This design comes from an exercise in tuning for small area on the open sky130 flow, not from production work. Where RTL was checked, it was by simulation tests only, not by an equivalence proof against the original. Function not checked in runs 3 to 5: the RTL went through the layout flow alone. The clock port is modelled as an ideal driver; clocking choices that lean on that would not hold on a real chip. Power and IR drop assume default switching activity.

**design/flow/design.v**
```verilog
module key_scan(
    input            clk,
    input            rst_n,
    input            first,      
    input      [3:0] key_col,
    output     [3:0] key_row,
    output     [3:0] key_out,
    output           key_vld
);
    reg [3:0] col_ff0, col_ff1;
    reg [6:0] shake_cnt;
    reg [2:0] r;
    reg [4:0] s;
    reg [1:0] col_get;
    always @(posedge clk or negedge rst_n)
        if (!rst_n) begin
            col_ff0 <= 4'hf;
            col_ff1 <= 4'hf;
        end else begin
            col_ff0 <= key_col;
            col_ff1 <= col_ff0;
        end
    wire any_low    = ~&col_ff1;
    wire shake_flag = any_low & shake_cnt[6] & shake_cnt[5] & shake_cnt[1] & shake_cnt[0];
    wire [7:0] sc;
    wire [6:0] ss;
    assign sc[0] = any_low;
    genvar i;
    generate for (i = 0; i < 7; i = i + 1) begin : g_shake
        assign ss[i]    = shake_cnt[i] ^ sc[i];
        assign sc[i+1]  = shake_cnt[i] & sc[i];
    end endgenerate
    wire clr_shake = shake_flag | first;
    always @(posedge clk or negedge rst_n)
        if (!rst_n)
            {shake_cnt[4:3], shake_cnt[1:0]} <= 4'd0;
        else
            {shake_cnt[4:3], shake_cnt[1:0]} <= {ss[4:3], ss[1:0]};
    always @(posedge clk)
        {shake_cnt[6:5], shake_cnt[2]} <= {ss[6:5], ss[2]} & {3{~clr_shake}};
    wire idle  = r[2] & r[0];       
    wire r_is4 = r[2] & ~r[0];
    wire [4:0] qc;
    wire [3:0] qs;
    assign qc[0] = 1'b1;
    generate for (i = 0; i < 4; i = i + 1) begin : g_s
        assign qs[i]   = s[i] ^ qc[i];
        assign qc[i+1] = s[i] & qc[i];
    end endgenerate
    always @(posedge clk or negedge rst_n)
        if (!rst_n) begin
            r <= 3'd7;
            s <= 5'd0;
        end else if (s[4]) begin
            if (r_is4) begin
                if (!any_low) begin
                    r <= 3'd7;
                    s[4] <= 1'b0;
                end
            end else begin
                r <= r + 3'd1;
                s[4] <= 1'b0;
            end
        end else if (idle) begin
            if (shake_flag)
                s[4] <= 1'b1;
        end else
            s <= {qc[4], qs};
    always @(posedge clk)
        if (idle & ~s[4])
            col_get <= (col_ff1 == 4'b1110) ? 2'd0 :
                       (col_ff1 == 4'b1101) ? 2'd1 :
                       (col_ff1 == 4'b1011) ? 2'd2 : 2'd3;
    assign key_row = {~r[2] & (r[1:0] != 2'd3), ~r[2] & (r[1:0] != 2'd2),
                      ~r[2] & (r[1:0] != 2'd1), ~r[2] & (r[1:0] != 2'd0)};
    assign key_vld = ~r[2] & (&s[3:0]) & ~col_ff1[col_get];
    assign key_out = {r[1:0], col_get};
endmodule
module control(
    input            clk,
    input            rst_n,
    input      [3:0] key_num,
    input            key_vld,
    input      [2:0] dsel,
    input            first,      
    output     [4:0] dchar
);
    localparam NONE = 5'd31;
    reg        err, pw, lock, twice;
    reg [3:0]  cnt_pw;       
    reg [15:0] password;
    reg [15:0] cnt_10s;
    reg [7:0]  cnt_2s_hi;
    wire digit   = key_vld & (key_num < 4'd10);
    wire confirm = key_vld & (key_num == 4'd10);
    wire pw_ok   = password == 16'h2345;
    wire [16:0] tc;
    wire [15:0] ts;
    assign tc[0] = pw;
    genvar i;
    generate for (i = 0; i < 16; i = i + 1) begin : g_10s
        assign ts[i]   = cnt_10s[i] ^ tc[i];
        assign tc[i+1] = cnt_10s[i] & tc[i];
    end endgenerate
    wire end_10s = pw & cnt_10s[15] & cnt_10s[14] & cnt_10s[9] & cnt_10s[8] &
                   cnt_10s[6] & cnt_10s[3] & cnt_10s[2] & cnt_10s[1] & cnt_10s[0];
    wire        fb   = cnt_pw[3] ^ ~(cnt_pw[2] & cnt_pw[1] & ~cnt_pw[0]);
    wire        wrap = cnt_pw[3] & ~cnt_pw[2] & ~cnt_pw[1] & ~cnt_pw[0];
    wire        carry = wrap & twice & lock;
    wire        hi_fb = ~(cnt_2s_hi[7] ^ cnt_2s_hi[5] ^ cnt_2s_hi[4] ^ cnt_2s_hi[3]);
    wire end_2s = err & wrap & cnt_2s_hi[7] & ~cnt_2s_hi[6] & cnt_2s_hi[5] &
                  cnt_2s_hi[2] & ~cnt_2s_hi[1] & cnt_2s_hi[0];
    wire add_pw  = ~err & digit & ~cnt_pw[3];
    wire leave   = end_10s | (confirm & (~pw_ok | (lock & twice)));   
    wire to_err  = pw & confirm & ~pw_ok & ~end_10s;
    always @(posedge clk or negedge rst_n)
        if (!rst_n) begin
            err    <= 1'b0;
            pw     <= 1'b0;
            lock   <= 1'b1;
            twice  <= 1'b0;
        end else if (err) begin
            err <= ~end_2s;
            lock  <= lock ^ wrap;
            twice <= twice ^ (wrap & lock);
        end else begin
            err <= to_err;
            pw  <= pw ? ~leave : digit;
            if (pw & confirm & ~end_10s & (~pw_ok | (lock & twice)))
                lock <= 1'b0;
            if (pw)
                twice <= twice ? ~(end_10s | confirm) : (lock & confirm & pw_ok);
        end
    always @(posedge clk)
        if (err)
            cnt_pw <= {cnt_pw[2:0], fb};
        else if (confirm | end_10s | first)
            cnt_pw <= 4'd0;
        else if (add_pw)
            cnt_pw <= {cnt_pw[2:0], 1'b1};
    always @(posedge clk)
        if (~err | carry)
            cnt_2s_hi <= {cnt_2s_hi[6:0], err & hi_fb};
    wire clr_10s = end_10s | first;
    always @(posedge clk or negedge rst_n)
        if (!rst_n)
            {cnt_10s[13:10], cnt_10s[7], cnt_10s[5], cnt_10s[3:0]} <= 10'd0;
        else
            {cnt_10s[13:10], cnt_10s[7], cnt_10s[5], cnt_10s[3:0]} <=
                {ts[13:10], ts[7], ts[5], ts[3:0]};
    always @(posedge clk)
        {cnt_10s[15:14], cnt_10s[9:8], cnt_10s[6], cnt_10s[4]} <=
            {ts[15:14], ts[9:8], ts[6], ts[4]} & {6{~clr_10s}};
    always @(posedge clk or negedge rst_n)
        if (!rst_n)
            password[3] <= 1'b1;
        else if (add_pw)
            password[3] <= key_num[3];
    always @(posedge clk)
        if (add_pw)
            {password[15:4], password[2:0]} <= {password[11:0], key_num[2:0]};
    wire [4:0] fixed_char = {1'b1,
        (dsel[0] & dsel[1] & ~err) | (dsel[2] & ~err) | (dsel[0] & ~dsel[1] & err),
        ~((dsel[1] & ~lock) | (~dsel[2] & err) | (~dsel[0] & ~dsel[1] & ~err & lock)),
        (~dsel[1] & ~lock) | (dsel[0] & ~dsel[2]) | (err) | (~dsel[0] & ~dsel[1]),
        ~((dsel[0] & ~dsel[2]) | (dsel[1]) | (~dsel[0] & err) | (~dsel[0] & dsel[2] & lock))};
    reg  [4:0] pw_char;
    always @(*)
        case (dsel)
            3'd0:    pw_char = cnt_pw[0] ? {1'b0, password[3:0]}   : NONE;
            3'd1:    pw_char = cnt_pw[1] ? {1'b0, password[7:4]}   : NONE;
            3'd2:    pw_char = cnt_pw[2] ? {1'b0, password[11:8]}  : NONE;
            3'd3:    pw_char = cnt_pw[3] ? {1'b0, password[15:12]} : NONE;
            default: pw_char = NONE;
        endcase
    assign dchar = pw ? pw_char : fixed_char;
endmodule
module seg_display(
    input            clk,
    input            rst_n,
    input      [4:0] dchar,
    output     [2:0] dsel,
    output           first,
    output     [7:0] segment,
    output     [5:0] seg_sel
);
    reg [4:0] cnt_300us;
    reg [2:0] sel;        
    reg [4:0] hold;
    reg [4:0] code;
    wire at_0 = (~cnt_300us[0] & ~cnt_300us[1] & ~cnt_300us[3] & ~cnt_300us[4]);
    wire load = (cnt_300us[0] & ~cnt_300us[2] & cnt_300us[4]);
    wire p_fb = cnt_300us[4] ^ ((~cnt_300us[1]) | (~cnt_300us[2]) | (cnt_300us[3]));
    always @(posedge clk or negedge rst_n)
        if (!rst_n)
            cnt_300us <= 5'd0;
        else
            cnt_300us <= {cnt_300us[3:0], p_fb};
    always @(posedge clk or negedge rst_n)
        if (!rst_n)
            sel <= 3'd7;
        else if (at_0)
            sel <= {(sel[0] & sel[1] & ~sel[2]) | (~sel[0] & sel[2]), (sel[0] & ~sel[1] & ~sel[2]) | (~sel[0] & sel[1]), (~sel[0])};
    wire take = ~((~cnt_300us[0] & ~cnt_300us[1]) | (cnt_300us[4] & ~sel[2]) | (~cnt_300us[0] & sel[0]) | (cnt_300us[2] & sel[1]) | (cnt_300us[1] & ~cnt_300us[2] & sel[0]) | (~cnt_300us[3] & sel[2]));
    assign dsel  = sel;
    assign first = (sel[1] & sel[2]);
    always @(posedge clk)
        if (take)
            hold <= dchar;
    always @(posedge clk or negedge rst_n)
        if (!rst_n)
            code <= 5'd31;
        else if (load)
            code <= hold;
    wire [6:0] seg = {(~code[1] & ~code[2] & ~code[3] & ~code[4]) | (code[0] & code[1] & code[2] & ~code[4]) | (code[2] & code[3]),
        (code[0] & ~code[2] & ~code[3]) | (code[1] & ~code[2]) | (code[0] & code[1]),
        (code[0] & ~code[4]) | (~code[1] & code[2] & ~code[4]) | (code[0] & code[1] & code[3]),
        (code[0] & ~code[1] & ~code[2] & ~code[3]) | (~code[0] & ~code[1] & code[2] & ~code[4]) | (code[0] & code[1] & code[2]) | (~code[0] & ~code[2] & ~code[3] & code[4]),
        ~((~code[1] & ~code[4]) | (code[0] & ~code[3]) | (code[2] & ~code[4]) | (~code[2] & code[3])),
        ~((~code[0] & ~code[1]) | (code[0] & ~code[2]) | (~code[2] & ~code[4]) | (code[0] & code[1] & ~code[4])),
        (code[0] & ~code[1] & ~code[2] & ~code[3]) | (~code[0] & ~code[1] & code[2]) | (code[1] & ~code[2] & code[4]) | (code[0] & code[4])};
    assign segment = {1'b1, seg};
    assign seg_sel = {(~sel[2]) | (~sel[0]),
        (~sel[2]) | (sel[0] & ~sel[1]),
        (~sel[1]) | (~sel[0]),
        (~sel[1]) | (sel[0] & ~sel[2]),
        (~sel[0]) | (sel[1] & ~sel[2]) | (~sel[1] & sel[2]),
        ~((~sel[0] & ~sel[1] & ~sel[2]) | (sel[1] & sel[2]))};
endmodule
module top(
    input        clk,
    input        rst_n,
    input  [3:0] key_col,
    output [3:0] key_row,
    output [5:0] seg_sel,
    output [7:0] segment
);
    wire [3:0] key_out;
    wire       key_vld;
    wire [2:0] dsel;
    wire       first;       
    wire [4:0] dchar;
    key_scan u_key_scan(.clk(clk), .rst_n(rst_n), .first(first), .key_col(key_col),
                        .key_row(key_row), .key_out(key_out), .key_vld(key_vld));
    control u_ctrl(.clk(clk), .rst_n(rst_n), .key_num(key_out), .key_vld(key_vld),
                   .dsel(dsel), .first(first), .dchar(dchar));
    seg_display u_segment(.clk(clk), .rst_n(rst_n), .dchar(dchar), .dsel(dsel), .first(first),
                          .segment(segment), .seg_sel(seg_sel));
endmodule
```
**design/flow/flow/run.sh**
```bash
#!/bin/bash
# Own layout flow: the standard flow (standard.sh: the unchanged standard
# synthesis, floorplan, power grid, tap cells, placement, CTS, routing) with
# settings ORFS reads from its environment:
#  - every port gets the smallest buffer (buf_1) instead of the default one;
#  - after floorplan, combinational cells that synthesis sized up go back to
#    their smallest drive (flow/downsize.tcl); later repair steps size up
#    again where slew, capacitance or timing need it;
#  - clock tree synthesis with clkbuf_4 and no dummy loads, and clock
#    buffers that drive 11 or more flip-flops made clkbuf_8 (flow/clkfix.tcl).
# The make output (all tools) goes to standard_make.log here; ORFS also keeps
# each step's log under orfs/logs.
set -euo pipefail
bash standard.sh \
  "BUFFER_PORTS_ARGS=-buffer_cell sky130_fd_sc_hd__buf_1" \
  "CTS_ARGS=-sink_clustering_enable -repair_clock_nets -dont_use_dummy_load -buf_list sky130_fd_sc_hd__clkbuf_4" \
  "POST_FLOORPLAN_TCL=$PWD/flow/downsize.tcl" \
  "POST_CTS_TCL=$PWD/flow/clkfix.tcl" \
  finish > standard_make.log 2>&1
```
**design/flow/flow/clkfix.tcl**
```tcl
# After CTS: a clock buffer that drives 11 or more flip-flops is made stronger, so
# that every flip-flop clock pin stays well inside the slew limit.
set count 0
foreach inst [get_cells clkbuf_*] {
  set master [get_property [get_lib_cells -of_objects $inst] name]
  if {$master ne "sky130_fd_sc_hd__clkbuf_4"} { continue }
  set net [get_nets -of_objects [get_pins [get_full_name $inst]/X]]
  set loads [llength [get_pins -of_objects $net -filter "direction==input"]]
  if {$loads >= 11} {
    replace_cell [get_full_name $inst] sky130_fd_sc_hd__clkbuf_8
    incr count
  }
}
puts "clkfix: upsized $count clock buffers"
if {$count > 0} {
  detailed_placement
  check_placement -verbose
}
```
**design/flow/flow/downsize.tcl**
```tcl
# After floorplan: put every combinational cell that synthesis sized up back to
# its smallest drive strength (the design has several ns of slack); later
# repair steps size up again wherever slew, capacitance or timing need it.
set count 0
foreach inst [get_cells *] {
  set master [get_property [get_lib_cells -of_objects $inst] name]
  if {![regexp {^(sky130_fd_sc_hd__)([a-z0-9]+)_([0-9]+)$} $master -> pfx base drive]} { continue }
  if {[string match "df*" $base] || [string match "edf*" $base] || [string match "sdf*" $base]} { continue }
  if {[string match "*tap*" $base] || [string match "*fill*" $base] || [string match "*decap*" $base] || [string match "conb" $base]} { continue }
  foreach d {0 1} {
    if {$d >= $drive} { break }
    set cand "${pfx}${base}_${d}"
    if {[llength [get_lib_cells -quiet */$cand]] > 0 || [llength [get_lib_cells -quiet $cand]] > 0} {
      replace_cell [get_full_name $inst] $cand
      incr count
      break
    }
  }
}
puts "downsize: replaced $count cells"
```
**design/flow/standard.sh**
```bash
#!/bin/bash
# synth_recipe.tcl (not shown) runs the flow's synth.tcl, then flattens the netlist and writes it again
# the make line also repeats each setting of config.mk as NAME=value (left out here)
make -C /OpenROAD-flow-scripts/flow DESIGN_CONFIG=/design/flow/config.mk WORK_HOME=/design/flow/orfs CLKGATE_MAP_FILE= SYNTH_SCRIPT=/design/flow/synth_recipe.tcl "${@:-finish}"
```
**design/flow/config.mk**
```make
export PLATFORM = sky130hd
export DESIGN_NAME = top
export DESIGN_NICKNAME = top
export VERILOG_FILES = /design/flow/design.v
export SDC_FILE = /design/flow/constraint.sdc
export NUM_CORES = 4
export LEC_CHECK = 0
export ABC_AREA = 0
export CAP_MARGIN = 20
export CORE_MARGIN = 2
export CORE_UTILIZATION = 40
export SLEW_MARGIN = 20
```
**design/flow/constraint.sdc**
```tcl
create_clock -name core_clock -period 10.0 [get_ports {clk}]
set_input_delay 2.0000 -clock core_clock [delete_from_list [all_inputs] [get_ports {clk}]]
set_output_delay 2.0000 -clock core_clock [all_outputs]
set_load 0.01 [all_outputs]
```
==> results of run 1 <==
cell type report:
class | instances | area share
repair buffers | 24 | 0.0221
multi-input cells | 222 | 0.364
flip-flops and latches | 91 | 0.543
inverters | 12 | 0.0101
well taps | 136 | 0.0381
clock buffers | 9 | 0.0221
cell families (layout without fill, tap and decap cells):
family | after synthesis | in the layout | share of synthesized area
other | 1 | 1 | 0.000901
adder cells (fa/ha/maj) | 30 | 30 | 0.0901
buffers and inverters | 26 | 45 | 0.0246
flip-flops | 91 | 91 | 0.583
XOR/XNOR | 13 | 13 | 0.0273
AND/OR/NAND/NOR | 105 | 105 | 0.142
AO/OA/AOI/OAI | 60 | 60 | 0.0944
multiplexers | 13 | 13 | 0.0376
registers in the layout, indices dropped and copies added, names as in the netlist:
name	cells
u_ctrl.cnt_pw	4
u_key_scan.col_ff0	4
u_key_scan.shake_cnt	7
u_ctrl.twice	1
u_key_scan.col_get	2
u_ctrl.cnt_10s	16
u_ctrl.lock	1
u_segment.cnt_300us	5
u_segment.hold	5
u_ctrl.pw	1
u_key_scan.s	5
u_key_scan.r	3
u_segment.code	5
u_key_scan.col_ff1	4
u_ctrl.password	16
u_ctrl.cnt_2s_hi	8
u_segment.sel	3
u_ctrl.err	1
layer usage:
| layer | GRT usage | vias up |
|---|---|---|
| li1 | - | 1273 |
| met1 | 0.178 | 1253 |
| met2 | 0.232 | 41 |
| met3 | 0.0423 | 9 |
| met4 | 0.0592 | 0 |
| met5 | 0 | - |
cell usage in the layout, fill, tap and decap left out, drive strengths merged, types with 2 or more instances in the layout:
cell type and count:
nand3 6, a211o 2, nor3 3, clkbuf 10
ha 30, nor2b 10, or4b 4, nand3b 3
and2 13, a211oi 2, nand4b 4, dfrtp 27
o221ai 2, dfstp 21, inv 12, edfxtp 34
dfxtp 9, a21oi 16, xnor2 3, nor2 17
buf 23, xor2 10, a22oi 2, nand2 21
a22o 4, nand4 2, mux2 11, and3 2
a31oi 3, or3 3, o21ai 15, nor4 5
nand2b 9
stage by stage:
step	worst slack, ns	std cells	hold slack, ns	instance area [um2]	total power, W
after floorplan	6.40	339	0.345	4160	0.000464
after global placement	6.13	485	0.346	4370	0.000476
after detailed placement	6.07	485	0.347	4370	0.000481
after global routing	5.87	494	0.361	4470	0.000678
final	6.07	494	0.357	4470	0.000639
path summary, 6_finish.rpt:
path | cells past startpoint | end | startpoint | slack [ns]
setup / recovery | 17 | u_ctrl.cnt_10s[15] | u_ctrl.pw | 6.07
hold / removal | 0 | u_key_scan.col_ff1[0] | u_key_scan.col_ff0[0] | 0.36
setup reg to reg | 17 | u_ctrl.cnt_10s[15] | u_ctrl.pw | 6.07
min in group asynchronous | 2 | u_ctrl.cnt_10s[10] | rst_n | 1.64
max in group asynchronous | 2 | u_ctrl.twice | rst_n | 7.93
hold reg to reg | 0 | u_key_scan.col_ff1[0] | u_key_scan.col_ff0[0] | 0.36
power breakdown:
| part | total, W | leakage [nW] | switching (W) | internal (W) |
|---|---|---|---|---|
| combinational | 0.0000407 | 0.817 | 0.0000205 | 0.0000202 |
| sequential | 0.000430 | 0.952 | 0.0000139 | 0.000416 |
| clock | 0.000169 | 0.0544 | 0.000106 | 0.0000629 |
==> results.yml, run 1 <==
outcome:
  status: "timing/DRC/antenna clean"
cells_and_area:
  nFillCells: 967
  fin_nets: 396
  final_util: 0.437
  syn_to_final_growth_pct: 7.33
  multi_input_area_mm2: 0.00163
  regArea_mm2: 0.00243
  antenna_cells: 0
  final_layout_size_suffix_gt1_frac: 0.0922
routing:
  wl_per_cell_um: 14.6
  dr_wl_met3_um: 282
  top_layer: "met4"
  vias: 2576
  drt_iter0_markers: 77
  wl_met2_um: 3500
  ant_nets: 0
  first_pass_iters: 4
  via_per_inst: 5.21
  wl_met1_um: 3330
  drc: 0
  wirelength_um: 7230
setup_path:
  crit_path_top_delay_cell: "dfrtp_1"
  crit_type: "reg -> reg"
  start_kind: "flop"
  cpPeakStageDelay_ns: 0.55
  cp.required_ns: 10.35
  crit_buf_inv: 0
  path_max_fanout: 14
  crit_family: "adder cells"
  crit_top_cell: "ha_1"
  crit_chain: "ha_1 > ha_1 > ha_1 > ha_1 > ha_1 > ha_1 > ha_1 > ha_1 > ha_1 > ha_1 > ha_1 > ha_1 > ha_1 > ha_1 > ha_1 > xor2_1 > and2_0"
  end_kind: "flop"
  cp.arrival_ns: 4.28
sta:
  worst_clock_skew_ns: 0.0280
  tightest_slew_ns: 0.753
  final-hold-violation-count: 0
  slew_headroom: 0.495
  grt_setup_unrepaired: "no"
  drv_slew: 0
  finalSetupTns_ns: 0
  setup_violations: 0
  period_share: 0.393
  fin_crit_ns: 3.93
  max_freq_mhz: 255
min_path:
  hp-class: "reg -> reg"
yosys:
  yosys.area.top_type: "edfxtp_1"
  synth_edf_count: 34
  synth_area_leaders: "edfxtp_1 (25%), dfrtp_1 (16%), dfstp_2 (13%), ha_1 (9.0%), dfxtp_1 (4.3%)"
  syn_area_mm2: 0.00416
  avgSynthCellArea_um2: 12.3
  ys_seq_area_frac: 0.583
  yosysWarnings: 3
  yosys-top-cells-count: "edfxtp_1 (34), ha_1 (30), dfrtp_1 (27), dfstp_2 (21), nand2_1 (21)"
  synth.top_cell.area_share: 0.245
  synth_most_common_cell: "edfxtp_1"
  syn_nets: 375
  syn_inst: 339
  ys_types: 59
  ys_seq_elements: 91
  async_flop_share: 0.527
  synthFlopType: "edfxtp_1"
place:
  gp_congestion: 0.787
  dp_hpwl_um: 5260
  io_buffers: 22
die:
  core_mm2: 0.0102
  fp.dieW_um: 106
  start_util: 0.407
  die_h_um: 106
  boundaryPins: 24
  dieArea_mm2: 0.0112
  rows: 37
pwr:
  p_per_area_mw_per_mm2: 143
  ir_drop_v: 0.000103
  p_leak_nw: 1.82
clock_network:
  clkTransAtPathRegs_ns: 0.10
  cts.sinks: 91
  cts_tree: "yes"
  clock_latency_ns: 0.45
grt:
  grt_pass1_vias: 2602
  grt_start_max_net_pins: 49
  grt_pass1_wl_um: 12500
  antenna_found_initial: 0
  track_usage: 0.143
  overflow: 0
run:
  drv_cap: 0
==> run 2: changes to the inputs <==
--- a/design/flow/flow/run.sh
+++ b/design/flow/flow/run.sh
@@ -3,9 +3,11 @@
 # synthesis, floorplan, power grid, tap cells, placement, CTS, routing) with
 # settings ORFS reads from its environment:
 #  - every port gets the smallest buffer (buf_1) instead of the default one;
-#  - after floorplan, combinational cells that synthesis sized up go back to
-#    their smallest drive (flow/downsize.tcl); later repair steps size up
-#    again where slew, capacitance or timing need it;
+#  - after floorplan, the combinational logic is re-mapped for area by
+#    OpenROAD's restructure (ABC; every register is kept as synthesis made
+#    it), and cells sized up go back to their smallest drive
+#    (flow/downsize.tcl); later repair steps size up again where slew,
+#    capacitance or timing need it;
 #  - clock tree synthesis with clkbuf_4 and no dummy loads, and clock
 #    buffers that drive 11 or more flip-flops made clkbuf_8 (flow/clkfix.tcl).
 # The make output (all tools) goes to standard_make.log here; ORFS also keeps
--- a/design/flow/flow/downsize.tcl
+++ b/design/flow/flow/downsize.tcl
@@ -1,6 +1,19 @@
-# After floorplan: put every combinational cell that synthesis sized up back to
-# its smallest drive strength (the design has several ns of slack); later
-# repair steps size up again wherever slew, capacitance or timing need it.
+# After floorplan: re-map the combinational logic for area (OpenROAD's
+# restructure, which runs ABC on the logic between registers and ports and
+# keeps every register), then put every combinational cell back to its
+# smallest drive strength (the design has several ns of slack); later repair
+# steps size up again wherever slew, capacitance or timing need it.
+set tielo_cell [lindex $::env(TIELO_CELL_AND_PORT) 0]
+set tiehi_cell [lindex $::env(TIEHI_CELL_AND_PORT) 0]
+set lib_name [get_name [get_property [lindex [get_lib_cell $tielo_cell] 0] library]]
+set rmp_dir $::env(RESULTS_DIR)/rmp
+file mkdir $rmp_dir
+puts "restructure: area before [sta::format_area [rsz::design_area] 0]"
+restructure -liberty_file [lindex $::env(LIB_FILES) 0] -target area \
+  -tielo_port $lib_name/$tielo_cell/[lindex $::env(TIELO_CELL_AND_PORT) 1] \
+  -tiehi_port $lib_name/$tiehi_cell/[lindex $::env(TIEHI_CELL_AND_PORT) 1] \
+  -work_dir $rmp_dir -abc_logfile $rmp_dir/abc.log
+puts "restructure: area after [sta::format_area [rsz::design_area] 0]"
 set count 0
 foreach inst [get_cells *] {
   set master [get_property [get_lib_cells -of_objects $inst] name]
==> run 2 against run 1 <==
  * Still clean
  * Register-to-register slack better by 1.2 ns
  * Routed wire length up 5.6%
  * Cell area down 3.8%
  * Sequential power about the same
  * Clock power up 5%
  * Worst hold slack worse by 0.0044 ns
  * Critical path type is now reg -> out
  * Critical endpoint is now seg_sel[1]
  * Highest routed layer unchanged
==> results.yml, run 2 <==
outcome:
  status: "timing/DRC/antenna clean"
routing:
  dr_wl_met3_um: 352
  vias: 2857
  first_pass_iters: 4
  drt_iter0_markers: 172
  via_per_inst: 5.37
  drc: 0
  ant_nets: 0
  top_layer: "met4"
  wl_met1_um: 3560
  wl_met2_um: 3610
  wirelength_um: 7640
  wl_per_cell_um: 14.4
yosys:
  ys_seq_elements: 91
  avgSynthCellArea_um2: 12.3
  yosysWarnings: 3
  syn_nets: 375
  yosys.area.top_type: "edfxtp_1"
  synth_most_common_cell: "edfxtp_1"
  synth_area_leaders: "edfxtp_1 (25%), dfrtp_1 (16%), dfstp_2 (13%), ha_1 (9.0%), dfxtp_1 (4.3%)"
  yosys-top-cells-count: "edfxtp_1 (34), ha_1 (30), dfrtp_1 (27), dfstp_2 (21), nand2_1 (21)"
  syn_area_mm2: 0.00416
  synthFlopType: "edfxtp_1"
  async_flop_share: 0.527
  synth.top_cell.area_share: 0.245
  synth_edf_count: 34
  ys_types: 59
  ys_seq_area_frac: 0.583
  syn_inst: 339
setup_path:
  crit_path_top_delay_cell: "dfstp_2"
  end_kind: "output port"
  worstReg2RegEnd: "u_ctrl.cnt_10s[14]"
  crit_chain: "clkinv_1 > nor2_1 > o21ai_0 > buf_1"
  critPathLaunch: "u_segment.sel[1]"
  start_kind: "flop"
  cp.arrival_ns: 2.08
  cp-endpoint: "seg_sel[1]"
  r2r_cells: 12
  ff2ff_setup_slack_ns: 7.28
  r2r_start: "u_ctrl.pw"
  cp.required_ns: 8.00
  path_max_fanout: 15
  crit_type: "reg -> out"
  cpPeakStageDelay_ns: 0.69
sta:
  tightest_slew_ns: 0.750
  final-hold-violation-count: 0
  setup_violations: 0
  finalSetupTns_ns: 0
  fin_crit_ns: 4.08
  max_freq_mhz: 245
  worst_clock_skew_ns: 0.0384
  grt_setup_unrepaired: "no"
  period_share: 0.408
  setup_slack_ns: 5.92
  drv_slew: 0
  slew_headroom: 0.497
clock_network:
  clock_latency_ns: 0.46
  cts_tree: "yes"
  cts.sinks: 91
  clkTransAtPathRegs_ns: 0.10
grt:
  grt_pass1_wl_um: 12800
  antenna_found_initial: 0
  overflow: 0
  grt_start_max_net_pins: 49
  track_usage: 0.146
  grt_pass1_vias: 2681
die:
  boundaryPins: 24
  die_h_um: 106
  start_util: 0.407
  rows: 37
  fp.dieW_um: 106
  core_mm2: 0.0102
  dieArea_mm2: 0.0112
pwr:
  p_leak_nw: 1.59
  ir_drop_v: 0.0000948
  power.total_w: 0.000661
  p_per_area_mw_per_mm2: 154
cells_and_area:
  antenna_cells: 0
  stdcell_area_mm2: 0.00430
  final_cell_mix: "nor2_1 (62), clkinv_1 (45), edfxtp_1 (34), dfrtp_1 (27)"
  final_layout_size_suffix_gt1_frac: 0.0859
  final_util: 0.420
  final_common_cell: "nor2_1"
  fin_nets: 404
  nFillCells: 980
  syn_to_final_growth_pct: 3.25
place:
  placedInstanceArea_mm2: 0.00419
  dp_hpwl_um: 5430
  post-place-ws_ns: 6.38
  gp_congestion: 0.838
  io_buffers: 22
min_path:
  hold_path.startpoint: "u_key_scan.col_ff0[1]"
  hp-class: "reg -> reg"
run:
  drv_cap: 0
==> run 2: cell types whose count changed in the layout (fill, tap and decap cells not counted), moves of 7 or more <==
cell,previous run,this run
and2_0,13,6
clkinv_1,0,45
ha_1,30,0
inv_1,12,0
mux2_1,11,0
nand2_1,21,11
nand2b_1,9,0
nor2_1,17,62
nor2b_1,10,2
nor3_1,3,12
o22ai_1,1,10
xor2_1,10,0
==> run 2: worst max-delay path: cells and delay by family (launching register included) <==
family	cells	cell delay, ns
buffers and inverters	2	0.47
and+or+nand+nor	1	0.32
AOI/OAI and AO/OA	1	0.16
DFF	1	0.69
==> run 2: area by class of cell <==
class | count | area [um2] | share of cell area
Tap cell | 136 | 170 | 0.0396
Sequential cell | 91 | 2430 | 0.565
Timing Repair Buffer | 24 | 98.8 | 0.0230
Inverter | 45 | 169 | 0.0393
Clock buffer | 9 | 105 | 0.0244
Multi-Input combinational cell | 227 | 1330 | 0.309
==> run 2: how the worst min path moves through the flow <==
| stage | end | slack, ns | cells after the start |
|---|---|---|---|
| 2_1_floorplan | u_key_scan.col_ff1[0] | 0.35 | 0 |
| 3_3_place_gp | u_key_scan.col_ff1[2] | 0.35 | 0 |
| 3_5_place_dp | u_key_scan.col_ff1[2] | 0.35 | 0 |
| 5_1_grt | u_key_scan.col_ff1[1] | 0.36 | 0 |
| 6_report | u_key_scan.col_ff1[1] | 0.35 | 0 |
==> run 2: cell families after synthesis <==
logic type | share of synthesized area
xor+xnor | 0.0273
buf+inv | 0.0246
compound gates | 0.0944
fa+ha+maj | 0.0901
mux | 0.0376
simple gates | 0.142
other cells | 0.000901
flops | 0.583
==> run 2: through the flow <==
stage	instances	hold slack [ns]
3_3_place_gp	523	0.346
6_report	532	0.352
3_5_place_dp	523	0.347
2_1_floorplan	339	0.345
5_1_grt	532	0.356
==> run 2: where the power goes <==
| part | leakage [nW] | switching [W] | total, W | internal (W) |
|---|---|---|---|---|
| clock | 0.0569 | 0.000111 | 0.000178 | 0.0000671 |
| sequential | 0.947 | 0.0000187 | 0.000433 | 0.000415 |
| combinational | 0.589 | 0.0000279 | 0.0000491 | 0.0000213 |
==> run 2: per-layer routing <==
metal,global-route usage,vias up
met5,0,-
met4,0.0461,0
met3,0.0380,13
met2,0.236,74
met1,0.193,1367
li1,-,1403
==> run 3: changes to the inputs <==
--- a/design/flow/design.v
+++ b/design/flow/design.v
@@ -160,17 +160,17 @@
         if (add_pw)
             {password[15:4], password[2:0]} <= {password[11:0], key_num[2:0]};
     wire [4:0] fixed_char = {1'b1,
-        (dsel[0] & dsel[1] & ~err) | (dsel[2] & ~err) | (dsel[0] & ~dsel[1] & err),
-        ~((dsel[1] & ~lock) | (~dsel[2] & err) | (~dsel[0] & ~dsel[1] & ~err & lock)),
-        (~dsel[1] & ~lock) | (dsel[0] & ~dsel[2]) | (err) | (~dsel[0] & ~dsel[1]),
-        ~((dsel[0] & ~dsel[2]) | (dsel[1]) | (~dsel[0] & err) | (~dsel[0] & dsel[2] & lock))};
+        ~((dsel[0] & ~dsel[1] & ~err) | (dsel[2]) | (~dsel[0] & err)),
+        (dsel[0] & ~err) | (dsel[1] & ~err & ~lock) | (dsel[1] & ~dsel[2] & err) | (~dsel[1] & ~err & lock),
+        (~dsel[1] & ~dsel[2]) | (dsel[1] & ~lock) | (err) | (~dsel[0] & dsel[1]),
+        ~((~dsel[1]) | (~dsel[0] & err) | (~dsel[0] & ~dsel[2] & lock))};
     reg  [4:0] pw_char;
     always @(*)
         case (dsel)
-            3'd0:    pw_char = cnt_pw[0] ? {1'b0, password[3:0]}   : NONE;
+            3'd6:    pw_char = cnt_pw[0] ? {1'b0, password[3:0]}   : NONE;
             3'd1:    pw_char = cnt_pw[1] ? {1'b0, password[7:4]}   : NONE;
-            3'd2:    pw_char = cnt_pw[2] ? {1'b0, password[11:8]}  : NONE;
-            3'd3:    pw_char = cnt_pw[3] ? {1'b0, password[15:12]} : NONE;
+            3'd4:    pw_char = cnt_pw[2] ? {1'b0, password[11:8]}  : NONE;
+            3'd0:    pw_char = cnt_pw[3] ? {1'b0, password[15:12]} : NONE;
             default: pw_char = NONE;
         endcase
     assign dchar = pw ? pw_char : fixed_char;
@@ -198,12 +198,12 @@
             cnt_300us <= {cnt_300us[3:0], p_fb};
     always @(posedge clk or negedge rst_n)
         if (!rst_n)
-            sel <= 3'd7;
+            sel <= 3'd5;
         else if (at_0)
-            sel <= {(sel[0] & sel[1] & ~sel[2]) | (~sel[0] & sel[2]), (sel[0] & ~sel[1] & ~sel[2]) | (~sel[0] & sel[1]), (~sel[0])};
-    wire take = ~((~cnt_300us[0] & ~cnt_300us[1]) | (cnt_300us[4] & ~sel[2]) | (~cnt_300us[0] & sel[0]) | (cnt_300us[2] & sel[1]) | (cnt_300us[1] & ~cnt_300us[2] & sel[0]) | (~cnt_300us[3] & sel[2]));
+            sel <= {(sel[0]), ~((sel[0] & ~sel[1] & ~sel[2]) | (~sel[0] & sel[2])), (~sel[0] & sel[1])};
+    wire take = ~((cnt_300us[0] & cnt_300us[1] & ~cnt_300us[2] & ~sel[2]) | (cnt_300us[2] & ~sel[0] & ~sel[1]) | (cnt_300us[3] & ~sel[1]) | (~cnt_300us[3] & cnt_300us[4]) | (~cnt_300us[0] & ~cnt_300us[1]) | (~cnt_300us[2] & sel[0]) | (cnt_300us[4] & sel[2]));
     assign dsel  = sel;
-    assign first = (sel[1] & sel[2]);
+    assign first = (sel[0] & sel[2]);
     always @(posedge clk)
         if (take)
             hold <= dchar;
@@ -220,12 +220,12 @@
         ~((~code[0] & ~code[1]) | (code[0] & ~code[2]) | (~code[2] & ~code[4]) | (code[0] & code[1] & ~code[4])),
         (code[0] & ~code[1] & ~code[2] & ~code[3]) | (~code[0] & ~code[1] & code[2]) | (code[1] & ~code[2] & code[4]) | (code[0] & code[4])};
     assign segment = {1'b1, seg};
-    assign seg_sel = {(~sel[2]) | (~sel[0]),
-        (~sel[2]) | (sel[0] & ~sel[1]),
-        (~sel[1]) | (~sel[0]),
-        (~sel[1]) | (sel[0] & ~sel[2]),
-        (~sel[0]) | (sel[1] & ~sel[2]) | (~sel[1] & sel[2]),
-        ~((~sel[0] & ~sel[1] & ~sel[2]) | (sel[1] & sel[2]))};
+    assign seg_sel = {(~sel[0]) | (~sel[1] & ~sel[2]),
+        ~((~sel[0] & sel[1] & ~sel[2]) | (sel[0] & sel[2])),
+        (sel[0] & ~sel[2]) | (sel[1]) | (~sel[0] & sel[2]),
+        (~sel[2]) | (sel[1]),
+        (~sel[0]) | (sel[1]),
+        (~sel[2]) | (~sel[0] & ~sel[1])};
 endmodule
 module top(
     input        clk,
--- a/design/flow/flow/run.sh
+++ b/design/flow/flow/run.sh
@@ -3,11 +3,9 @@
 # synthesis, floorplan, power grid, tap cells, placement, CTS, routing) with
 # settings ORFS reads from its environment:
 #  - every port gets the smallest buffer (buf_1) instead of the default one;
-#  - after floorplan, the combinational logic is re-mapped for area by
-#    OpenROAD's restructure (ABC; every register is kept as synthesis made
-#    it), and cells sized up go back to their smallest drive
-#    (flow/downsize.tcl); later repair steps size up again where slew,
-#    capacitance or timing need it;
+#  - after floorplan, combinational cells that synthesis sized up go back to
+#    their smallest drive (flow/downsize.tcl); later repair steps size up
+#    again where slew, capacitance or timing need it;
 #  - clock tree synthesis with clkbuf_4 and no dummy loads, and clock
 #    buffers that drive 11 or more flip-flops made clkbuf_8 (flow/clkfix.tcl).
 # The make output (all tools) goes to standard_make.log here; ORFS also keeps
==> design/flow/flow/downsize.tcl (replaced) <==
# After floorplan: put every combinational cell that synthesis sized up back to
# its smallest drive strength (the design has several ns of slack); later
# repair steps size up again wherever slew, capacitance or timing need it.
set count 0
foreach inst [get_cells *] {
  set master [get_property [get_lib_cells -of_objects $inst] name]
  if {![regexp {^(sky130_fd_sc_hd__)([a-z0-9]+)_([0-9]+)$} $master -> pfx base drive]} { continue }
  if {[string match "df*" $base] || [string match "edf*" $base] || [string match "sdf*" $base]} { continue }
  if {[string match "*tap*" $base] || [string match "*fill*" $base] || [string match "*decap*" $base] || [string match "conb" $base]} { continue }
  foreach d {0 1} {
    if {$d >= $drive} { break }
    set cand "${pfx}${base}_${d}"
    if {[llength [get_lib_cells -quiet */$cand]] > 0 || [llength [get_lib_cells -quiet $cand]] > 0} {
      replace_cell [get_full_name $inst] $cand
      incr count
      break
    }
  }
}
puts "downsize: replaced $count cells"
==> run 3 against run 2 <==
  * Highest routed layer unchanged
  * Area after synthesis is 0.12% higher
  * Synthesized cell count rose by 0.88%
  * Final cell count decreased by 6.4%
  * Global-route usage is 0.083 points lower
  * Routed wire length shrank 3.1%
  * Via count down 7.4%
  * Total power is 2.3% lower
  * Cell area increased by 4.1%
==> results.yml, run 3 <==
setup_path:
  crit_chain: "ha_1 > ha_1 > ha_1 > ha_1 > ha_1 > ha_1 > ha_1 > ha_1 > ha_1 > ha_1 > ha_1 > ha_1 > ha_1 > ha_1 > ha_1 > xor2_1 > and2_0"
  cp.arrival_ns: 4.16
  critPathLaunch: "u_ctrl.pw"
  end_kind: "flop"
  path_max_fanout: 11
  crit_type: "reg -> reg"
  cpPeakStageDelay_ns: 0.50
  start_kind: "flop"
  cp.required_ns: 10.31
  crit_top_cell: "ha_1"
  crit_path_top_delay_cell: "dfrtp_1"
  r2r_start: "u_ctrl.pw"
yosys:
  syn_nets: 378
  synth_xor_area_frac: 0.0210
  synth_compound_area_frac: 0.110
  synth.top_cell.area_share: 0.245
  synthMuxAreaShare: 0.0345
  yosys-top-cells-count: "edfxtp_1 (34), ha_1 (30), dfrtp_1 (28), nand2_1 (22), dfstp_2 (20)"
  syn_inst: 342
  ys_seq_area_frac: 0.582
  yosys.area.top_type: "edfxtp_1"
  synth_top_family_by_area: "simple AND/OR/NAND/NOR gates"
  yosysWarnings: 3
  synth_most_common_cell: "edfxtp_1"
  avgSynthCellArea_um2: 12.2
  synth_edf_count: 34
  synth-simple-area-share: 0.136
  async_flop_share: 0.527
  synth_adder_area_share: 0.0900
  synth_area_leaders: "edfxtp_1 (24%), dfrtp_1 (17%), dfstp_2 (13%), ha_1 (9.0%), dfxtp_1 (4.3%)"
  synthFlopType: "edfxtp_1"
  syn_area_mm2: 0.00417
  ys_types: 57
  ys_seq_elements: 91
routing:
  drc: 0
  via_per_inst: 5.32
  drt_iter0_markers: 176
  ant_nets: 0
  wirelength_um: 7400
  vias: 2647
  wl_per_cell_um: 14.9
  first_pass_iters: 4
sta:
  finalSetupTns_ns: 0
  drv_slew: 0
  slew_headroom: 0.334
  setup_violations: 0
  tightest_slew_ns: 0.991
  max_freq_mhz: 260
  fin_crit_ns: 3.85
  grt_setup_unrepaired: "no"
  worst_clock_skew_ns: 0.0401
  period_share: 0.385
  final-hold-violation-count: 0
clock_network:
  cts.sinks: 91
  clock_latency_ns: 0.45
  cts_tree: "yes"
  clkTransAtPathRegs_ns: 0.09
place:
  placedInstanceArea_mm2: 0.00438
  gp_congestion: 0.817
  dp_hpwl_um: 5220
  io_buffers: 22
cells_and_area:
  syn_to_final_growth_pct: 7.32
  regArea_mm2: 0.00243
  stdcell_area_mm2: 0.00447
  fin_nets: 400
  nFillCells: 951
  final_layout_size_suffix_gt1_frac: 0.0884
  antenna_cells: 0
  final_cell_mix: "edfxtp_1 (34), ha_1 (30), dfrtp_1 (28), nand2_1 (22), buf_1 (21)"
  multi_input_area_mm2: 0.00163
  final_common_cell: "edfxtp_1"
run:
  drv_cap: 0
grt:
  overflow: 0
  grt_pass1_vias: 2511
  track_usage: 0.145
  grt_start_max_net_pins: 49
  antenna_found_initial: 0
  grt_pass1_wl_um: 12600
min_path:
  hold_path.startpoint: "u_key_scan.col_ff0[0]"
  hp-class: "reg -> reg"
die:
  fp.dieW_um: 106
  die_h_um: 106
  core_mm2: 0.0102
  boundaryPins: 24
  dieArea_mm2: 0.0113
  start_util: 0.407
  rows: 37
outcome:
  status: "timing/DRC/antenna clean"
pwr:
  p_leak_nw: 1.86
  p_per_area_mw_per_mm2: 144
  ir_drop_v: 0.0000933
run 3: metrics by stage:
| stage | util | std cells | hold WS [ns] | setup WS, ns | power, W |
|---|---|---|---|---|---|
| 5_1_grt | 0.437 | 498 | 0.363 | 5.97 | 0.000684 |
| 3_5_place_dp | 0.428 | 489 | 0.347 | 6.14 | 0.000484 |
| 6_report | 0.437 | 498 | 0.359 | 6.15 | 0.000645 |
| 2_1_floorplan | - | 342 | 0.345 | 6.42 | 0.000466 |
| 3_3_place_gp | 0.428 | 489 | 0.347 | 6.19 | 0.000479 |
run 3: cell families (layout without fill, tap and decap cells):
logic type	count (synthesis)	count (layout)
and+or+nand+nor	103	103
DFF	91	91
AOI/OAI and AO/OA	68	68
adders and majority gates	30	30
buffers and inverters	27	47
muxes	12	12
xor gates and xnor gates	10	10
other	1	1
run 3: where the power goes:
part	total, W	internal (W)	switching (W)
clock	0.000172	0.0000630	0.000109
sequential	0.000431	0.000417	0.0000143
combinational	0.0000426	0.0000207	0.0000219
run 3: routing by layer:
metal / share of wire / global-route usage / wire length [um]
met1: 0.46 / 0.188 / 3410
met2: 0.49 / 0.226 / 3600
met3: 0.043 / 0.0527 / 316
met4: 0.0093 / 0.0489 / 69
met5: 0 / 0 / 0
run 3: worst paths after layout:
kind | cells past startpoint | slack [ns] | to
setup reg to reg | 17 | 6.15 | u_ctrl.cnt_10s[15]
min in group asynchronous | 2 | 1.62 | u_segment.sel[1]
hold reg to reg | 0 | 0.36 | u_key_scan.col_ff1[0]
hold / removal | 0 | 0.36 | u_key_scan.col_ff1[0]
max in group asynchronous | 2 | 7.90 | u_ctrl.pw
setup / recovery | 17 | 6.15 | u_ctrl.cnt_10s[15]
run 3: worst max-delay path: cells and delay by family (launching register included):
kind / cells / cell delay [ns]
simple gates: 1 / 0.14
fa+ha+maj: 15 / 2.97
flops: 1 / 0.50
xor+xnor: 1 / 0.13
run 3: final cells by class:
type / count / share of cell area
multi-input combinational: 224 / 0.364
clock buffer: 9 / 0.0221
timing repair buffer: 24 / 0.0221
inverter: 14 / 0.0117
tap: 136 / 0.0380
sequential: 91 / 0.543
==> run 4: changes to the inputs <==
--- a/design/flow/design.v
+++ b/design/flow/design.v
@@ -160,17 +160,17 @@
         if (add_pw)
             {password[15:4], password[2:0]} <= {password[11:0], key_num[2:0]};
     wire [4:0] fixed_char = {1'b1,
-        ~((dsel[0] & ~dsel[1] & ~err) | (dsel[2]) | (~dsel[0] & err)),
-        (dsel[0] & ~err) | (dsel[1] & ~err & ~lock) | (dsel[1] & ~dsel[2] & err) | (~dsel[1] & ~err & lock),
-        (~dsel[1] & ~dsel[2]) | (dsel[1] & ~lock) | (err) | (~dsel[0] & dsel[1]),
-        ~((~dsel[1]) | (~dsel[0] & err) | (~dsel[0] & ~dsel[2] & lock))};
+        ~((dsel[0] & dsel[1]) | (dsel[0] & dsel[2] & ~err) | (dsel[1] & dsel[2]) | (~dsel[2] & err)),
+        ~((dsel[0] & ~dsel[2] & ~lock) | (dsel[0] & err) | (dsel[1] & dsel[2] & err) | (~dsel[0] & dsel[1] & ~err & lock)),
+        (dsel[0] & ~dsel[1]) | (~dsel[0] & dsel[1]) | (~dsel[1] & ~lock) | (err),
+        ~((dsel[0]) | (dsel[1] & err) | (~dsel[2] & lock))};
     reg  [4:0] pw_char;
     always @(*)
         case (dsel)
             3'd6:    pw_char = cnt_pw[0] ? {1'b0, password[3:0]}   : NONE;
-            3'd1:    pw_char = cnt_pw[1] ? {1'b0, password[7:4]}   : NONE;
-            3'd4:    pw_char = cnt_pw[2] ? {1'b0, password[11:8]}  : NONE;
-            3'd0:    pw_char = cnt_pw[3] ? {1'b0, password[15:12]} : NONE;
+            3'd5:    pw_char = cnt_pw[1] ? {1'b0, password[7:4]}   : NONE;
+            3'd3:    pw_char = cnt_pw[2] ? {1'b0, password[11:8]}  : NONE;
+            3'd1:    pw_char = cnt_pw[3] ? {1'b0, password[15:12]} : NONE;
             default: pw_char = NONE;
         endcase
     assign dchar = pw ? pw_char : fixed_char;
@@ -198,12 +198,12 @@
             cnt_300us <= {cnt_300us[3:0], p_fb};
     always @(posedge clk or negedge rst_n)
         if (!rst_n)
-            sel <= 3'd5;
+            sel <= 3'd0;
         else if (at_0)
-            sel <= {(sel[0]), ~((sel[0] & ~sel[1] & ~sel[2]) | (~sel[0] & sel[2])), (~sel[0] & sel[1])};
-    wire take = ~((cnt_300us[0] & cnt_300us[1] & ~cnt_300us[2] & ~sel[2]) | (cnt_300us[2] & ~sel[0] & ~sel[1]) | (cnt_300us[3] & ~sel[1]) | (~cnt_300us[3] & cnt_300us[4]) | (~cnt_300us[0] & ~cnt_300us[1]) | (~cnt_300us[2] & sel[0]) | (cnt_300us[4] & sel[2]));
+            sel <= {(~sel[0]), (~sel[1]), (sel[0] & sel[1]) | (sel[0] & sel[2]) | (sel[1] & sel[2])};
+    wire take = ~((cnt_300us[1] & ~cnt_300us[2] & ~sel[1]) | (cnt_300us[2] & ~sel[2]) | (cnt_300us[3] & sel[0]) | (~cnt_300us[3] & cnt_300us[4]) | (~cnt_300us[1] & sel[1]) | (~cnt_300us[2] & sel[2]));
     assign dsel  = sel;
-    assign first = (sel[0] & sel[2]);
+    assign first = (~sel[0] & ~sel[1] & ~sel[2]);
     always @(posedge clk)
         if (take)
             hold <= dchar;
@@ -220,12 +220,12 @@
         ~((~code[0] & ~code[1]) | (code[0] & ~code[2]) | (~code[2] & ~code[4]) | (code[0] & code[1] & ~code[4])),
         (code[0] & ~code[1] & ~code[2] & ~code[3]) | (~code[0] & ~code[1] & code[2]) | (code[1] & ~code[2] & code[4]) | (code[0] & code[4])};
     assign segment = {1'b1, seg};
-    assign seg_sel = {(~sel[0]) | (~sel[1] & ~sel[2]),
-        ~((~sel[0] & sel[1] & ~sel[2]) | (sel[0] & sel[2])),
+    assign seg_sel = {(sel[0]) | (sel[1]),
+        (sel[0]) | (sel[2]),
+        (sel[1]) | (sel[2]),
+        (sel[0] & ~sel[1]) | (~sel[0] & sel[1]) | (sel[2]),
         (sel[0] & ~sel[2]) | (sel[1]) | (~sel[0] & sel[2]),
-        (~sel[2]) | (sel[1]),
-        (~sel[0]) | (sel[1]),
-        (~sel[2]) | (~sel[0] & ~sel[1])};
+        (sel[0]) | (sel[1] & ~sel[2]) | (~sel[1] & sel[2])};
 endmodule
 module top(
     input        clk,
==> run 4 against run 3 <==
  * Still clean
  * Clock power barely moved
  * Via count fell by 1.4%
  * Count of clock-buffer cells in the layout did not move
  * Sequential share of layout area fell by 0.49 points
  * First-iteration DRC count fell by 2.8%
  * Fmax fell by 0.18%
  * Critical path depth fell by 13
  * Total power rose by 0.22%
  * Combinational power fell by 3%
  * Routed wire length fell by 3.0%
  * Cell area rose by 0.81%
  * Sequential power barely moved
  * Largest cell class unchanged
  * Largest power group unchanged
==> results.yml, run 4 <==
setup_path:
  crit_path_top_delay_cell: "dfrtp_1"
  crit_chain: "inv_1 > nand2_1 > a21o_1 > buf_1"
  r2r_start: "u_ctrl.pw"
  cp.required_ns: 8.00
  end_kind: "output port"
  cp.arrival_ns: 1.86
  start_kind: "flop"
  r2r_cells: 17
  worstReg2RegEnd: "u_ctrl.cnt_10s[15]"
  ff2ff_setup_slack_ns: 6.17
  cp.depth: 4
  path_max_fanout: 17
  crit_type: "reg -> out"
  crit_family: "flip-flops"
  cpPeakStageDelay_ns: 0.71
  crit_buf_inv: 2
grt:
  antenna_found_initial: 0
  track_usage: 0.139
  overflow: 0
  grt_pass1_wl_um: 12400
  grt_start_max_net_pins: 49
  grt_pass1_vias: 2597
sta:
  tightest_slew_ns: 0.872
  finalSetupTns_ns: 0
  worst_clock_skew_ns: 0.0261
  drv_slew: 0
  max_freq_mhz: 259
  period_share: 0.386
  setup_violations: 0
  final-hold-violation-count: 0
  fin_crit_ns: 3.86
  grt_setup_unrepaired: "no"
  slew_headroom: 0.403
yosys:
  ys_seq_area_frac: 0.577
  avgSynthCellArea_um2: 12.4
  syn_nets: 379
  syn_area_mm2: 0.00420
  ys_seq_elements: 91
  ys_types: 56
  synth.top_cell.area_share: 0.243
  async_flop_share: 0.527
  synth_edf_count: 34
  yosys-top-cells-count: "edfxtp_1 (34), ha_1 (34), dfrtp_1 (30), nand2_1 (21), nor2_1 (21)"
  yosysWarnings: 3
  synth_area_leaders: "edfxtp_1 (24%), dfrtp_1 (18%), dfstp_2 (11%), ha_1 (10%), dfxtp_1 (4.3%)"
  synthFlopType: "edfxtp_1"
  syn_inst: 339
  yosys.area.top_type: "edfxtp_1"
clock_network:
  cts.sinks: 91
  clkTransAtPathRegs_ns: 0.08
  clock_latency_ns: 0.44
  cts_tree: "yes"
min_path:
  holdPathEnd: "u_key_scan.col_ff1[2]"
  hp-class: "reg -> reg"
  hold_path.startpoint: "u_key_scan.col_ff0[2]"
  hold-path-cell-count: 0
die:
  start_util: 0.409
  die_h_um: 107
  rows: 37
  dieArea_mm2: 0.0113
  boundaryPins: 24
  core_mm2: 0.0103
  fp.dieW_um: 107
pwr:
  ir_drop_v: 0.0000736
  p_per_area_mw_per_mm2: 143
  p_leak_nw: 1.86
cells_and_area:
  nFillCells: 990
  antenna_cells: 0
  fin_cells: 499
  regArea_mm2: 0.00242
  final_layout_size_suffix_gt1_frac: 0.0826
  fin_nets: 405
  multi_input_area_mm2: 0.00166
  final_cell_mix: "ha_1 (34), edfxtp_1 (34), dfrtp_1 (30), nor2_1 (22)"
  syn_to_final_growth_pct: 7.32
routing:
  wirelength_um: 7180
  first_pass_iters: 6
  via_per_inst: 5.23
  drt_iter0_markers: 171
  drc: 0
  wl_per_cell_um: 14.4
  ant_nets: 0
  vias: 2609
place:
  dp_hpwl_um: 5080
  io_buffers: 22
  dp_cells: 490
  gp_congestion: 0.785
run:
  drv_cap: 0
outcome:
  status: "timing/DRC/antenna clean"
run 4: cell types whose count changed in the layout (fill, tap and decap cells not counted), moves of 3 or more:
cell / change
a22oi_1: -5
nand2b_1: -3
nor4b_1: -3
ha_1: +4
a21oi_1: -3
xor2_1: +3
nor3_1: +3
or4b_1: +3
o22ai_1: -3
run 4: cell families (layout without fill, tap and decap cells):
kind of cell,after synthesis,in the layout,synth area share
xor+xnor,12,12,0.0250
compound gates,62,62,0.101
simple gates,103,103,0.138
buf+inv,24,48,0.0226
mux,12,12,0.0342
other cells,1,1,0.000892
fa+ha+maj,34,34,0.101
flops,91,91,0.577
run 4: layer usage:
| metal | vias up | part of all wire | wire [um] | track usage |
|---|---|---|---|---|
| li1 | 1282 | - | - | - |
| met1 | 1272 | 0.48 | 3430 | 0.181 |
| met2 | 48 | 0.47 | 3400 | 0.224 |
| met3 | 7 | 0.035 | 254 | 0.0405 |
| met4 | 0 | 0.013 | 94 | 0.0417 |
| met5 | - | 0 | 0 | 0 |
run 4: metrics by stage:
| step | util | power (W) | setup slack (ns) | cell area (um2) | hold slack, ns |
|---|---|---|---|---|---|
| floorplan | - | 0.000465 | 6.49 | 4200 | 0.345 |
| global placement | 0.429 | 0.000478 | 6.26 | 4410 | 0.345 |
| detailed placement | 0.429 | 0.000482 | 6.20 | 4410 | 0.347 |
| global route | 0.439 | 0.000684 | 5.99 | 4510 | 0.363 |
| finish | 0.439 | 0.000647 | 6.14 | 4510 | 0.358 |
run 4: final cells by class:
class                   count  share of cell area
multi-input cells         224               0.367
flip-flops and latches     91               0.538
well taps                 136              0.0377
clock buffers               9              0.0233
repair buffers             24              0.0219
inverters                  15              0.0125
run 4: where the power goes:
| group | switching [W] | total, W | internal, W |
|---|---|---|---|
| Clock | 0.000107 | 0.000174 | 0.0000671 |
| Combinational | 0.0000210 | 0.0000412 | 0.0000202 |
| Sequential | 0.0000149 | 0.000431 | 0.000416 |
run 4: how the worst max path moves through the flow:
stage,from,end
global route,u_segment.sel[2],seg_sel[0]
floorplan,u_ctrl.cnt_10s[0],u_ctrl.cnt_10s[14]
finish,u_segment.sel[2],seg_sel[0]
global placement,u_ctrl.pw,u_ctrl.cnt_10s[15]
detailed placement,u_ctrl.pw,u_ctrl.cnt_10s[14]
==> run 5: changes to the inputs <==
--- a/design/flow/design.v
+++ b/design/flow/design.v
@@ -93,7 +93,8 @@
     reg [7:0]  cnt_2s_hi;
     wire digit   = key_vld & (key_num < 4'd10);
     wire confirm = key_vld & (key_num == 4'd10);
-    wire pw_ok   = password == 16'h2345;
+    wire [3:0] digit_code = {(~key_num[1] & ~key_num[2] & ~key_num[3]) | (key_num[1] & key_num[2]), (~key_num[2]) | (key_num[0] & key_num[1]), (~key_num[1]), (key_num[0])};
+    wire pw_ok   = password == 16'h4523;
     wire [16:0] tc;
     wire [15:0] ts;
     assign tc[0] = pw;
@@ -155,22 +156,22 @@
         if (!rst_n)
             password[3] <= 1'b1;
         else if (add_pw)
-            password[3] <= key_num[3];
+            password[3] <= digit_code[3];
     always @(posedge clk)
         if (add_pw)
-            {password[15:4], password[2:0]} <= {password[11:0], key_num[2:0]};
+            {password[15:4], password[2:0]} <= {password[11:0], digit_code[2:0]};
     wire [4:0] fixed_char = {1'b1,
-        ~((dsel[0] & dsel[1]) | (dsel[0] & dsel[2] & ~err) | (dsel[1] & dsel[2]) | (~dsel[2] & err)),
-        ~((dsel[0] & ~dsel[2] & ~lock) | (dsel[0] & err) | (dsel[1] & dsel[2] & err) | (~dsel[0] & dsel[1] & ~err & lock)),
-        (dsel[0] & ~dsel[1]) | (~dsel[0] & dsel[1]) | (~dsel[1] & ~lock) | (err),
-        ~((dsel[0]) | (dsel[1] & err) | (~dsel[2] & lock))};
+        ~((dsel[0] & dsel[1] & ~lock) | (~dsel[2] & err) | (~dsel[0] & ~err & lock)),
+        (dsel[0] & dsel[1] & ~err) | (dsel[2] & ~err) | (dsel[0] & ~dsel[1] & err) | (~dsel[0] & ~dsel[1] & ~err & lock),
+        (~dsel[0] & ~dsel[1] & ~err & ~lock) | (dsel[0] & dsel[2]),
+        ~((dsel[0] & ~dsel[2]) | (~dsel[0] & err) | (dsel[2] & ~err & lock))};
     reg  [4:0] pw_char;
     always @(*)
         case (dsel)
-            3'd6:    pw_char = cnt_pw[0] ? {1'b0, password[3:0]}   : NONE;
-            3'd5:    pw_char = cnt_pw[1] ? {1'b0, password[7:4]}   : NONE;
-            3'd3:    pw_char = cnt_pw[2] ? {1'b0, password[11:8]}  : NONE;
-            3'd1:    pw_char = cnt_pw[3] ? {1'b0, password[15:12]} : NONE;
+            3'd0:    pw_char = cnt_pw[0] ? {1'b0, password[3:0]}   : NONE;
+            3'd1:    pw_char = cnt_pw[1] ? {1'b0, password[7:4]}   : NONE;
+            3'd2:    pw_char = cnt_pw[2] ? {1'b0, password[11:8]}  : NONE;
+            3'd3:    pw_char = cnt_pw[3] ? {1'b0, password[15:12]} : NONE;
             default: pw_char = NONE;
         endcase
     assign dchar = pw ? pw_char : fixed_char;
@@ -198,12 +199,12 @@
             cnt_300us <= {cnt_300us[3:0], p_fb};
     always @(posedge clk or negedge rst_n)
         if (!rst_n)
-            sel <= 3'd0;
+            sel <= 3'd7;
         else if (at_0)
-            sel <= {(~sel[0]), (~sel[1]), (sel[0] & sel[1]) | (sel[0] & sel[2]) | (sel[1] & sel[2])};
-    wire take = ~((cnt_300us[1] & ~cnt_300us[2] & ~sel[1]) | (cnt_300us[2] & ~sel[2]) | (cnt_300us[3] & sel[0]) | (~cnt_300us[3] & cnt_300us[4]) | (~cnt_300us[1] & sel[1]) | (~cnt_300us[2] & sel[2]));
+            sel <= {(sel[0] & sel[1] & ~sel[2]) | (~sel[0] & sel[2]), (sel[0] & ~sel[1] & ~sel[2]) | (~sel[0] & sel[1]), (~sel[0])};
+    wire take = ~((~cnt_300us[0] & ~cnt_300us[1]) | (cnt_300us[4] & ~sel[2]) | (~cnt_300us[0] & sel[0]) | (cnt_300us[2] & sel[1]) | (cnt_300us[1] & ~cnt_300us[2] & sel[0]) | (~cnt_300us[3] & sel[2]));
     assign dsel  = sel;
-    assign first = (~sel[0] & ~sel[1] & ~sel[2]);
+    assign first = (sel[1] & sel[2]);
     always @(posedge clk)
         if (take)
             hold <= dchar;
@@ -212,20 +213,20 @@
             code <= 5'd31;
         else if (load)
             code <= hold;
-    wire [6:0] seg = {(~code[1] & ~code[2] & ~code[3] & ~code[4]) | (code[0] & code[1] & code[2] & ~code[4]) | (code[2] & code[3]),
-        (code[0] & ~code[2] & ~code[3]) | (code[1] & ~code[2]) | (code[0] & code[1]),
-        (code[0] & ~code[4]) | (~code[1] & code[2] & ~code[4]) | (code[0] & code[1] & code[3]),
-        (code[0] & ~code[1] & ~code[2] & ~code[3]) | (~code[0] & ~code[1] & code[2] & ~code[4]) | (code[0] & code[1] & code[2]) | (~code[0] & ~code[2] & ~code[3] & code[4]),
-        ~((~code[1] & ~code[4]) | (code[0] & ~code[3]) | (code[2] & ~code[4]) | (~code[2] & code[3])),
-        ~((~code[0] & ~code[1]) | (code[0] & ~code[2]) | (~code[2] & ~code[4]) | (code[0] & code[1] & ~code[4])),
-        (code[0] & ~code[1] & ~code[2] & ~code[3]) | (~code[0] & ~code[1] & code[2]) | (code[1] & ~code[2] & code[4]) | (code[0] & code[4])};
+    wire [6:0] seg = {(code[2] & code[3]),
+        ~((code[1] & ~code[3]) | (~code[0] & code[3]) | (code[0] & ~code[1] & ~code[2])),
+        ~((~code[0] & code[2]) | (~code[2] & code[3]) | (~code[3] & code[4])),
+        (~code[0] & ~code[2] & ~code[3]) | (code[0] & code[3]),
+        (~code[0] & ~code[1] & ~code[3] & ~code[4]) | (~code[1] & ~code[2] & code[4]) | (code[2] & code[3] & code[4]),
+        ~((~code[0] & code[1] & ~code[2]) | (code[2] & ~code[4]) | (code[0] & ~code[1])),
+        ~((code[0] & ~code[3] & ~code[4]) | (~code[0] & code[2] & ~code[4]) | (~code[1] & code[3]))};
     assign segment = {1'b1, seg};
-    assign seg_sel = {(sel[0]) | (sel[1]),
-        (sel[0]) | (sel[2]),
-        (sel[1]) | (sel[2]),
-        (sel[0] & ~sel[1]) | (~sel[0] & sel[1]) | (sel[2]),
-        (sel[0] & ~sel[2]) | (sel[1]) | (~sel[0] & sel[2]),
-        (sel[0]) | (sel[1] & ~sel[2]) | (~sel[1] & sel[2])};
+    assign seg_sel = {(~sel[2]) | (~sel[0]),
+        (~sel[2]) | (sel[0] & ~sel[1]),
+        (~sel[1]) | (~sel[0]),
+        (~sel[1]) | (sel[0] & ~sel[2]),
+        (~sel[0]) | (sel[1] & ~sel[2]) | (~sel[1] & sel[2]),
+        ~((~sel[0] & ~sel[1] & ~sel[2]) | (sel[1] & sel[2]))};
 endmodule
 module top(
     input        clk,
==> run 5 against run 4 <==
  * Fmax fell by 0.46%
  * First-iteration DRC count fell by 40%
  * Largest power group unchanged
  * Worst setup slack got worse by 0.018 ns
  * Core utilization fell by 0.18 points
  * Still clean on timing, DRC and antenna
==> results.yml, run 5 <==
clock_network:
  clock_latency_ns: 0.45
  cts_tree: "yes"
  cts.sinks: 91
  clkTransAtPathRegs_ns: 0.08
sta:
  grt_setup_unrepaired: "no"
  drv_slew: 0
  slew_headroom: 0.512
  setup_violations: 0
  worst_clock_skew_ns: 0.0380
  finalSetupTns_ns: 0
  period_share: 0.388
  max_freq_mhz: 258
  tightest_slew_ns: 0.726
  fin_crit_ns: 3.88
  final-hold-violation-count: 0
grt:
  track_usage: 0.138
  grt_pass1_vias: 2568
  grt.busiest_layer: "met2"
  grtUsageMet2: 0.225
  overflow: 0
  antenna_found_initial: 0
  grt_start_max_net_pins: 49
  met1_usage: 0.173
  grt_util_met3: 0.0489
  grt_pass1_wl_um: 12100
die:
  start_util: 0.406
  dieArea_mm2: 0.0112
  rows: 37
  die_h_um: 106
  boundaryPins: 24
  core_mm2: 0.0102
  fp.dieW_um: 106
setup_path:
  start_kind: "flop"
  cp.arrival_ns: 1.88
  cp.required_ns: 8.00
  ff2ff_setup_slack_ns: 6.14
  end_kind: "output port"
  path_max_fanout: 26
  r2r_start: "u_ctrl.pw"
  worstReg2RegEnd: "u_ctrl.cnt_10s[15]"
  r2r_cells: 17
  crit_type: "reg -> out"
yosys:
  yosys.area.top_type: "edfxtp_1"
  ys_seq_area_frac: 0.587
  syn_nets: 375
  avgSynthCellArea_um2: 12.2
  yosys-top-cells-count: "edfxtp_1 (34), ha_1 (30), dfrtp_1 (27), nand2_1 (23), nor2_1 (23)"
  synth_area_leaders: "edfxtp_1 (25%), dfrtp_1 (16%), dfstp_2 (13%), ha_1 (9.1%), dfxtp_1 (4.4%)"
  async_flop_share: 0.527
  synthFlopType: "edfxtp_1"
  yosysWarnings: 3
  syn_area_mm2: 0.00414
  syn_inst: 339
  synth_edf_count: 34
  synth.top_cell.area_share: 0.247
  ys_seq_elements: 91
  ys_types: 56
  synth_most_common_cell: "edfxtp_1"
pwr:
  p_leak_nw: 1.82
  swShare: 0.225
  p_per_area_mw_per_mm2: 146
  switchingPower_w: 0.000146
  clockPowerShare: 0.274
  intPower_w: 0.000504
  pwr-share-comb: 0.063
  ir_drop_v: 0.0000784
  p_seq_frac: 0.663
routing:
  drt_iter0_markers: 103
  first_pass_iters: 4
  drc: 0
  wirelength_um: 7080
  ant_nets: 0
  via_per_inst: 5.20
  wl_per_cell_um: 14.3
  vias: 2586
place:
  placedInstanceArea_mm2: 0.00435
  gp_congestion: 0.802
  dp_cells: 488
  dp_hpwl_um: 5010
  io_buffers: 22
min_path:
  hold-path-cell-count: 0
  hold_path.startpoint: "u_key_scan.col_ff0[3]"
  holdPathEnd: "u_key_scan.col_ff1[3]"
  hp-class: "reg -> reg"
cells_and_area:
  final_common_cell: "edfxtp_1"
  final_layout_size_suffix_gt1_frac: 0.0914
  antenna_cells: 0
  stdcell_area_mm2: 0.00445
  fin_cells: 497
  final_util: 0.437
  fin_nets: 399
  final_cell_mix: "edfxtp_1 (34), ha_1 (30), dfrtp_1 (27), nand2_1 (23), nor2_1 (23)"
  syn_to_final_growth_pct: 7.59
outcome:
  status: "timing/DRC/antenna clean"
run:
  drv_cap: 0
==> run 5: cell types whose count changed in the layout (fill, tap and decap cells not counted), sizes merged, moves of 3 or more <==
cell / previous run / this run
ha: 34 / 30
o21ai: 18 / 13
o22ai: 0 / 5
dfstp: 18 / 21
a22o: 5 / 2
nor2b: 7 / 4
inv: 15 / 18
dfrtp: 30 / 27
o211ai: 0 / 3
a22oi: 3 / 0
a21oi: 12 / 16
==> run 5: critical path, stage by stage (launching register included) <==
cell	delay [ns]
dfstp_2	0.81
and2_0	0.31
o21ai_0	0.17
buf_1	0.17
==> run 5: area by class of cell <==
type,count,area (um2)
fillers,959,5730
flip-flops and latches,91,2430
multi-input cells,219,1580
well taps,136,170
clock buffers,9,105
repair buffers,24,98.8
inverters,18,67.6
==> run 5: worst max path at each step <==
| stage | start | endpoint | slack [ns] |
|---|---|---|---|
| final | u_segment.sel[1] | seg_sel[1] | 6.12 |
| after global routing | u_ctrl.pw | u_ctrl.cnt_10s[15] | 5.95 |
| after detailed placement | u_ctrl.pw | u_ctrl.cnt_10s[15] | 6.12 |
| after global placement | u_ctrl.pw | u_ctrl.cnt_10s[15] | 6.18 |
| after floorplan | u_ctrl.cnt_10s[0] | u_ctrl.cnt_10s[15] | 6.42 |
==> run 5: stage by stage <==
step / hold slack, ns / power [W] / setup slack (ns)
floorplan: 0.345 / 0.000466 / 6.42
detailed placement: 0.347 / 0.000482 / 6.12
global placement: 0.346 / 0.000480 / 6.18
finish: 0.357 / 0.000651 / 6.12
global route: 0.363 / 0.000689 / 5.95
==> run 5: logic make-up (layout without fill, tap and decap cells) <==
kind of cell / count (synthesis) / count (layout) / share of synthesized area
AND/OR/NAND/NOR: 100 / 100 / 0.131
flip-flops: 91 / 91 / 0.587
AO/OA/AOI/OAI: 64 / 64 / 0.102
adder cells (fa/ha/maj): 30 / 30 / 0.0907
buffers and inverters: 29 / 51 / 0.0275
XOR/XNOR: 12 / 12 / 0.0254
multiplexers: 12 / 12 / 0.0354
other: 1 / 1 / 0.000906
==> run 5: power by group through the flow <==
stage / logic [W] / clock network, W / registers [W]
after floorplan: 0.0000308 / 0 / 0.000435
after global placement: 0.0000416 / 0 / 0.000438
after detailed placement: 0.0000431 / 0 / 0.000439
after global routing: 0.0000529 / 0.000200 / 0.000435
final: 0.0000412 / 0.000178 / 0.000431
==> run 5: layer usage <==
metal  share of wire  wire, um
met1            0.46      3270
met2            0.49      3440
met3           0.040       286
met4           0.013        90
met5               0         0

## port drivers added, routing unchanged
No port has a modelled driver above. Below, the same layouts with a new extraction and two added sets of constraints.
Step 1, drivers: a clkbuf_16 drives clk and a buf_2 each remaining input, both assumed.
Step 2 also shifts input and output timing later by t, the mid clock arrival at the registers, as if the neighbouring blocks saw the same clock.
a / b / c = ideal ports / drivers / drivers and shift; a / b = the first two.
run | shift t [ns] | setup WS [ns]
run 1 | 0.463 | 6.071 / 6.071 / 6.071
run 2 | 0.470 | 5.916 / 5.887 / 6.357
run 3 | 0.461 | 6.149 / 6.130 / 6.149
run 4 | 0.455 | 6.142 / 6.112 / 6.172
run 5 | 0.458 | 6.124 / 6.096 / 6.139
After both steps every run listed still meets setup and hold.
